This is an optimization exercise on Yosys and OpenROAD, whose aim is small area, not a production implementation. In this exercise RTL edits were held to simulation tests only and were not proved equivalent to the original. Power is estimated from default activity; no workload was simulated.

## main
==> flow/design.v <==
module stack(d_in, d_out, push, pop, reset, empty, full, clock);
input  [15:0] d_in;
input         push, pop, reset, clock;
output reg    empty;
output        full;
output reg [15:0] d_out;
reg  [6:0]   n;            
reg  [1:0]   p;            
reg          tc;           
reg          infl;         
reg  [15:0]  T;            
reg  [15:0]  W;            
reg  [503:0] sa, sb;       
assign full = n[6];
wire pu  = push & ~n[6] & ~reset;                   
wire po  = pop & ~empty & ~reset & (~push | n[6]);  
wire wr1 = pu & ~empty & ~tc;                       
wire wr2 = infl & ~reset;                           
wire [6:0] m = (reset | empty) ? 7'd0 : n - 7'd1 - {6'd0, infl} + {6'd0, tc & ~po};
wire [1:0] f1 = n[1:0] - 2'd1;
wire [1:0] f2 = n[1:0] - 2'd2;
wire [7:0] gT, gW;
genvar i, j, q;
generate
    for (i = 0; i < 8; i = i + 1) begin : enc
        assign gT[i] = (p[0] ? T[2*i] : T[2*i+1]) ^ p[1];
        assign gW[i] = (p[0] ? W[2*i] : W[2*i+1]) ^ p[1];
    end
endgenerate
wire [7:0] c [0:3];
generate
    for (q = 0; q < 4; q = q + 1) begin : bus
        wire s1 = wr1 & (f1 == q);
        wire s2 = wr2 & (f2 == q);
        assign c[q] = ~(({8{s1}} & ~gT) | ({8{s2}} & ~gW));
    end
endgenerate
wire [8:0] hoh;
wire [7:0] loh;
generate
    for (q = 0; q < 8; q = q + 1) begin : oh
        assign hoh[q] = ~n[6] & (n[5:3] == q);
        assign loh[q] = (n[2:0] == q);
    end
endgenerate
assign hoh[8] = n[6];
wire [62:0] r, sel;
generate
    for (j = 0; j < 63; j = j + 1) begin : row
        assign r[j]   = ({1'b0, m} <= j);
        assign sel[j] = hoh[(j + 2) / 8] & loh[(j + 2) % 8];
        always @(posedge clock) begin
            sa[8*j +: 8] <= ~(sb[8*j +: 8] | ({8{r[j]}} & c[j % 4]));
            sb[8*j +: 8] <= sa[8*j +: 8];
        end
    end
endgenerate
wire [15:0] rab;           
generate
    for (i = 0; i < 16; i = i + 1) begin : rcol
        wire [62:0] col;
        for (j = 0; j < 63; j = j + 1) begin : cj
            assign col[j] = (i < 8) ? sa[8*j + i] : sb[8*j + i - 8];
        end
        wire [20:0] grp;    
        for (q = 0; q < 21; q = q + 1) begin : rg
            assign grp[q] = ~((sel[3*q]   & col[3*q]) |
                              (sel[3*q+1] & col[3*q+1]) |
                              (sel[3*q+2] & col[3*q+2]));
        end
        assign rab[i] = ~&grp;
    end
endgenerate
wire [7:0] ra = rab[7:0];
wire [7:0] rb = rab[15:8];
wire [15:0] rdw;
generate
    for (i = 0; i < 8; i = i + 1) begin : dec
        assign rdw[2*i]   = (p[0] ? rb[i] : ra[i]) ^ p[1];
        assign rdw[2*i+1] = (p[0] ? ra[i] : rb[i]) ^ p[1] ^ p[0];
    end
endgenerate
wire [6:0] n_next = n + {6'd0, pu} - {6'd0, po};
always @(posedge clock) begin
    W <= T;
    if (pu)
        T <= d_in;
    else if (po)
        T <= infl ? W : rdw;
    if (reset) begin
        n     <= 7'd0;
        p     <= 2'd0;
        tc    <= 1'b0;
        infl  <= 1'b0;
        empty <= 1'b1;
        d_out <= 16'h0000;
    end else begin
        n     <= n_next;
        p     <= p + 2'd1;
        tc    <= pu ? 1'b0 : (po ? (n != 7'd1) : tc);
        infl  <= wr1;
        empty <= (n_next == 7'd0);
        d_out <= po ? T : 16'h0000;
    end
end
endmodule
==> flow/config.mk <==
export PLATFORM = sky130hd
export DESIGN_NAME = stack
export DESIGN_NICKNAME = stack
export VERILOG_FILES = /design/flow/design.v
export SDC_FILE = /design/flow/constraint.sdc
export NUM_CORES = 8
export LEC_CHECK = 0
export CAP_MARGIN = 20
export CORE_MARGIN = 2
export CORE_UTILIZATION = 60
export SLEW_MARGIN = 20
==> flow/constraint.sdc <==
create_clock -name core_clock -period 7.0 [get_ports {clock}]
set_input_delay 1.4000 -clock core_clock [delete_from_list [all_inputs] [get_ports {clock}]]
set_output_delay 1.4000 -clock core_clock [all_outputs]
set_load 0.01 [all_outputs]
standard.sh (not shown) runs the stock make flow with config.mk's settings and CLKGATE_MAP_FILE= SYNTH_SCRIPT=/design/flow/synth_recipe.tcl, a recipe that flattens the netlist after the stock synthesis.
==> flow/flow/run.sh <==
#!/bin/bash
# Own layout flow: the standard ORFS flow (standard.sh) with
#  - synthesis mapped by an area-oriented ABC script (registers unchanged:
#    same synth script, only the combinational mapping script differs),
#  - small port buffers, and a clock tree of small clock buffers without
#    dummy loads.
set -euo pipefail
export UPSIZE_FO=10
W=$(pwd)
F=$W/flow

# synthesis script: the standard flow's synth_recipe.tcl, sourcing a copy of ORFS's
# synth.tcl whose abc call uses flow/abc_area.script
sed "s|log_cmd abc {\*}\$abc_args|set abc_args [lreplace \$abc_args 1 1 $F/abc_area.script]; log_cmd abc {*}\$abc_args|" \
    "$FLOW_HOME/scripts/synth.tcl" > "$W/own_synth.tcl"
grep -q "abc_area.script\]; log_cmd abc" "$W/own_synth.tcl"
sed "s|source \$::env(SCRIPTS_DIR)/synth.tcl|source $W/own_synth.tcl|" synth_recipe.tcl > "$W/own_synth_recipe.tcl"
grep -q "own_synth.tcl" "$W/own_synth_recipe.tcl"

CTS=$(cat "$F/cts_args.txt")

bash standard.sh \
    SYNTH_SCRIPT="$W/own_synth_recipe.tcl" \
    BUFFER_PORTS_ARGS="-buffer_cell sky130_fd_sc_hd__buf_1" \
    CTS_ARGS="$CTS" \
    PRE_GLOBAL_PLACE_TCL="$F/pre_gpl.tcl" \
    finish > "$W/flow_make.log" 2>&1
==> flow/flow/abc_area.script <==
&get -n
&st
&dch
&nf -R 1000
&put
topo
stime -c
==> flow/flow/cts_args.txt <==
-sink_clustering_enable -repair_clock_nets -dont_use_dummy_load -buf_list sky130_fd_sc_hd__clkbuf_4 -sink_clustering_size 10 -sink_clustering_max_diameter 40
==> flow/flow/pre_gpl.tcl <==
# size up the drivers of high-fanout nets (row selects, write buses) so
# that placement does not need to buffer them
set n 0
foreach inst [get_cells *] {
  set cell [get_property $inst ref_name]
  if {![regexp {^sky130_fd_sc_hd__(nor2|nand2|a21oi|o21ai|nor2b|nand2b|and2|or2|a21o|o21a|xnor2|xor2|inv|clkinv)_(0|1)$} $cell -> base drv]} continue
  foreach pin [get_pins -of_objects $inst -filter "direction==output"] {
    set net [get_nets -of_objects $pin]
    set fo [llength [get_pins -of_objects $net -filter "direction==input"]]
    if {$fo >= $::env(UPSIZE_FO)} {
      replace_cell $inst sky130_fd_sc_hd__${base}_2
      incr n
    }
  }
}
puts "pre_gpl: upsized $n drivers"
Setup changes, main to the feature branch
--- a/flow/design.v
+++ b/flow/design.v
@@ -7,11 +7,11 @@
 reg  [6:0]   n;            
 reg  [1:0]   p;            
 reg          tc;           
 reg          infl;         
 reg  [15:0]  T;            
-reg  [15:0]  W;            
+reg  [7:0]   W;            
 reg  [503:0] sa, sb;       
 assign full = n[6];
 wire pu  = push & ~n[6] & ~reset;                   
 wire po  = pop & ~empty & ~reset & (~push | n[6]);  
 wire wr1 = pu & ~empty & ~tc;                       
@@ -22,19 +22,19 @@
 wire [7:0] gT, gW;
 genvar i, j, q;
 generate
     for (i = 0; i < 8; i = i + 1) begin : enc
         assign gT[i] = (p[0] ? T[2*i] : T[2*i+1]) ^ p[1];
-        assign gW[i] = (p[0] ? W[2*i] : W[2*i+1]) ^ p[1];
+        assign gW[i] = (p[0] ? ~T[2*i+1] : T[2*i]) ^ p[1];
     end
 endgenerate
 wire [7:0] c [0:3];
 generate
     for (q = 0; q < 4; q = q + 1) begin : bus
         wire s1 = wr1 & (f1 == q);
         wire s2 = wr2 & (f2 == q);
-        assign c[q] = ~(({8{s1}} & ~gT) | ({8{s2}} & ~gW));
+        assign c[q] = ~(({8{s1}} & ~gT) | ({8{s2}} & ~W));
     end
 endgenerate
 wire [8:0] hoh;
 wire [7:0] loh;
 generate
@@ -70,25 +70,25 @@
         end
         assign rab[i] = ~&grp;
     end
 endgenerate
 wire [7:0] ra = rab[7:0];
-wire [7:0] rb = rab[15:8];
+wire [7:0] rb = infl ? W : rab[15:8];
 wire [15:0] rdw;
 generate
     for (i = 0; i < 8; i = i + 1) begin : dec
         assign rdw[2*i]   = (p[0] ? rb[i] : ra[i]) ^ p[1];
         assign rdw[2*i+1] = (p[0] ? ra[i] : rb[i]) ^ p[1] ^ p[0];
     end
 endgenerate
 wire [6:0] n_next = n + {6'd0, pu} - {6'd0, po};
 always @(posedge clock) begin
-    W <= T;
+    W <= gW;
     if (pu)
         T <= d_in;
     else if (po)
-        T <= infl ? W : rdw;
+        T <= rdw;
     if (reset) begin
         n     <= 7'd0;
         p     <= 2'd0;
         tc    <= 1'b0;
         infl  <= 1'b0;
--- outcome ---
- Both conditions hold for the feature branch: the flow ran to the end and the final layout passed the timing, design-rule and antenna checks.
- Comparing the feature branch and main, buffer count excluding the clock tree in the final layout is lower on main.
- main → the feature branch: proportion of power drawn by the clock network held steady, pin count of the biggest net entering global routing grew by 8.
- Diff main -> the feature branch: adder and majority gate portion of the synthesized area ~0 delta; post-synthesis simple-gate area fraction ~0 delta; critical path depth -1; cell row count -1; number of multi-input logic gates +17.
- Compared with main, synthesized instance count in the feature branch increased slightly.
- Area of the mapped netlist in the feature branch is about 0.6% below main.


alpha:
RTL: one of the versions met above, not the one the previous note started from.
For scale: roughly 2500 cells after synthesis, about 1100 flip-flops, roughly 38 I/O pins.
==> module stack, before the edit <==
module stack(d_in, d_out, push, pop, reset, empty, full, clock);
input  [15:0] d_in;
input         push, pop, reset, clock;
output reg    empty;
output        full;
output reg [15:0] d_out;
reg  [6:0]   n;            
reg  [1:0]   p;            
reg          tc;           
reg          infl;         
reg  [15:0]  T;            
reg  [7:0]   W;            
reg  [503:0] sa, sb;       
assign full = n[6];
wire pu  = push & ~n[6] & ~reset;                   
wire po  = pop & ~empty & ~reset & (~push | n[6]);  
wire wr1 = pu & ~empty & ~tc;                       
wire wr2 = infl & ~reset;                           
wire [6:0] m = (reset | empty) ? 7'd0 : n - 7'd1 - {6'd0, infl} + {6'd0, tc & ~po};
wire [1:0] f1 = n[1:0] - 2'd1;
wire [1:0] f2 = n[1:0] - 2'd2;
wire [7:0] gT, gW;
genvar i, j, q;
generate
    for (i = 0; i < 8; i = i + 1) begin : enc
        assign gT[i] = (p[0] ? T[2*i] : T[2*i+1]) ^ p[1];
        assign gW[i] = (p[0] ? ~T[2*i+1] : T[2*i]) ^ p[1];
    end
endgenerate
wire [7:0] c [0:3];
generate
    for (q = 0; q < 4; q = q + 1) begin : bus
        wire s1 = wr1 & (f1 == q);
        wire s2 = wr2 & (f2 == q);
        assign c[q] = ~(({8{s1}} & ~gT) | ({8{s2}} & ~W));
    end
endgenerate
wire [8:0] hoh;
wire [7:0] loh;
generate
    for (q = 0; q < 8; q = q + 1) begin : oh
        assign hoh[q] = ~n[6] & (n[5:3] == q);
        assign loh[q] = (n[2:0] == q);
    end
endgenerate
assign hoh[8] = n[6];
wire [62:0] r, sel;
generate
    for (j = 0; j < 63; j = j + 1) begin : row
        assign r[j]   = ({1'b0, m} <= j);
        assign sel[j] = hoh[(j + 2) / 8] & loh[(j + 2) % 8];
        always @(posedge clock) begin
            sa[8*j +: 8] <= ~(sb[8*j +: 8] | ({8{r[j]}} & c[j % 4]));
            sb[8*j +: 8] <= sa[8*j +: 8];
        end
    end
endgenerate
wire [15:0] rab;           
generate
    for (i = 0; i < 16; i = i + 1) begin : rcol
        wire [62:0] col;
        for (j = 0; j < 63; j = j + 1) begin : cj
            assign col[j] = (i < 8) ? sa[8*j + i] : sb[8*j + i - 8];
        end
        wire [20:0] grp;    
        for (q = 0; q < 21; q = q + 1) begin : rg
            assign grp[q] = ~((sel[3*q]   & col[3*q]) |
                              (sel[3*q+1] & col[3*q+1]) |
                              (sel[3*q+2] & col[3*q+2]));
        end
        assign rab[i] = ~&grp;
    end
endgenerate
wire [7:0] ra = rab[7:0];
wire [7:0] rb = infl ? W : rab[15:8];
wire [15:0] rdw;
generate
    for (i = 0; i < 8; i = i + 1) begin : dec
        assign rdw[2*i]   = (p[0] ? rb[i] : ra[i]) ^ p[1];
        assign rdw[2*i+1] = (p[0] ? ra[i] : rb[i]) ^ p[1] ^ p[0];
    end
endgenerate
wire [6:0] n_next = n + {6'd0, pu} - {6'd0, po};
always @(posedge clock) begin
    W <= gW;
    if (pu)
        T <= d_in;
    else if (po)
        T <= rdw;
    if (reset) begin
        n     <= 7'd0;
        p     <= 2'd0;
        tc    <= 1'b0;
        infl  <= 1'b0;
        empty <= 1'b1;
        d_out <= 16'h0000;
    end else begin
        n     <= n_next;
        p     <= p + 2'd1;
        tc    <= pu ? 1'b0 : (po ? (n != 7'd1) : tc);
        infl  <= wr1;
        empty <= (n_next == 7'd0);
        d_out <= po ? T : 16'h0000;
    end
end
endmodule
export LEC_CHECK = 0
export CAP_MARGIN = 20
export CORE_MARGIN = 2
export CORE_UTILIZATION = 70
export SLEW_MARGIN = 20
create_clock -name core_clock -period 7.0 [get_ports {clock}]
Scripts as last shown in full above: flow/flow/run.sh, flow/flow/abc_area.script, flow/flow/cts_args.txt, flow/flow/pre_gpl.tcl
Here is what was changed in the inputs of beta compared with alpha.
diff --git a/flow/design.v b/flow/design.v
--- a/flow/design.v
+++ b/flow/design.v
@@ -3,10 +3,11 @@
 input         push, pop, reset, clock;
 output reg    empty;
 output        full;
-output reg [15:0] d_out;
+output [15:0] d_out;
 reg  [6:0]   n;            
 reg  [1:0]   p;            
 reg          tc;           
+reg          lp;           
 reg          infl;         
 reg  [15:0]  T;            
 reg  [7:0]   W;            
@@ -48,7 +49,7 @@
 generate
     for (j = 0; j < 63; j = j + 1) begin : row
         assign r[j]   = ({1'b0, m} <= j);
-        assign sel[j] = hoh[(j + 2) / 8] & loh[(j + 2) % 8];
+        assign sel[j] = hoh[(j + 1) / 8] & loh[(j + 1) % 8];
         always @(posedge clock) begin
             sa[8*j +: 8] <= ~(sb[8*j +: 8] | ({8{r[j]}} & c[j % 4]));
             sb[8*j +: 8] <= sa[8*j +: 8];
@@ -72,7 +73,7 @@
     end
 endgenerate
 wire [7:0] ra = rab[7:0];
-wire [7:0] rb = infl ? W : rab[15:8];
+wire [7:0] rb = rab[15:8];
 wire [15:0] rdw;
 generate
     for (i = 0; i < 8; i = i + 1) begin : dec
@@ -80,12 +81,13 @@
         assign rdw[2*i+1] = (p[0] ? ra[i] : rb[i]) ^ p[1] ^ p[0];
     end
 endgenerate
+assign d_out = {16{lp}} & T;
 wire [6:0] n_next = n + {6'd0, pu} - {6'd0, po};
 always @(posedge clock) begin
     W <= gW;
     if (pu)
         T <= d_in;
-    else if (po)
+    else if (po & tc)
         T <= rdw;
     if (reset) begin
         n     <= 7'd0;
@@ -93,14 +95,14 @@
         tc    <= 1'b0;
         infl  <= 1'b0;
         empty <= 1'b1;
-        d_out <= 16'h0000;
+        lp    <= 1'b0;
     end else begin
         n     <= n_next;
         p     <= p + 2'd1;
         tc    <= pu ? 1'b0 : (po ? (n != 7'd1) : tc);
         infl  <= wr1;
         empty <= (n_next == 7'd0);
-        d_out <= po ? T : 16'h0000;
+        lp    <= po;
     end
 end
 endmodule
Findings:
beta finished every stage and its layout cleared the timing, design-rule and antenna checks. Going from alpha to beta, area after synthesis shrinks by about 1.3%. Diff alpha -> beta: maximum clock frequency went down; critical path arrival went up; met3 layer wire length in the routed design went up; reported leakage power went down. From alpha to beta the numbers moved as follows: wire length of the first global-routing pass went up by 1.6%, post-route total power shows a reduction of about 2.6%. A critical path's slowest cell of sky130_fd_sc_hd__or4_1 is what alpha shows, while sky130_fd_sc_hd__nor2_1 belongs to beta.

re-timing with driven ports:
How much do the figures lean on ideal ports? The routed layouts below were timed once more, with nothing changed but the port constraints. Step 1 (the two cells are an assumption about what drives the block):
set clk [get_ports {clock}]
set_driving_cell -lib_cell sky130_fd_sc_hd__clkbuf_16 $clk
set_driving_cell -lib_cell sky130_fd_sc_hd__buf_2 [delete_from_list [all_inputs] $clk]
Step 2 times the ports against the registers' clock, not the clock port: input delays grow and output delays shrink by t, the midpoint of the rising clock arrivals with the driver on. Slacks: ideal / step 1 / step 2; pairs: ideal / step 1.
run	t (ns)	setup slack, ns	worst setup path after step 2	pins driven straight from the clock port
main	1.026	1.459 / 1.459 / 1.217	input to register	1
the feature branch	1.079	1.638 / 1.638 / 0.828	input to register	1
alpha	1.060	1.660 / 1.660 / 1.126	input to register	1
beta	0.983	1.452 / 1.482 / 0.499	input to register	1
After both steps every run listed still meets setup and hold. For beta, which loses most, drivers alone change the setup slack by +0.030 ns; drivers and shift together by -0.953 ns.
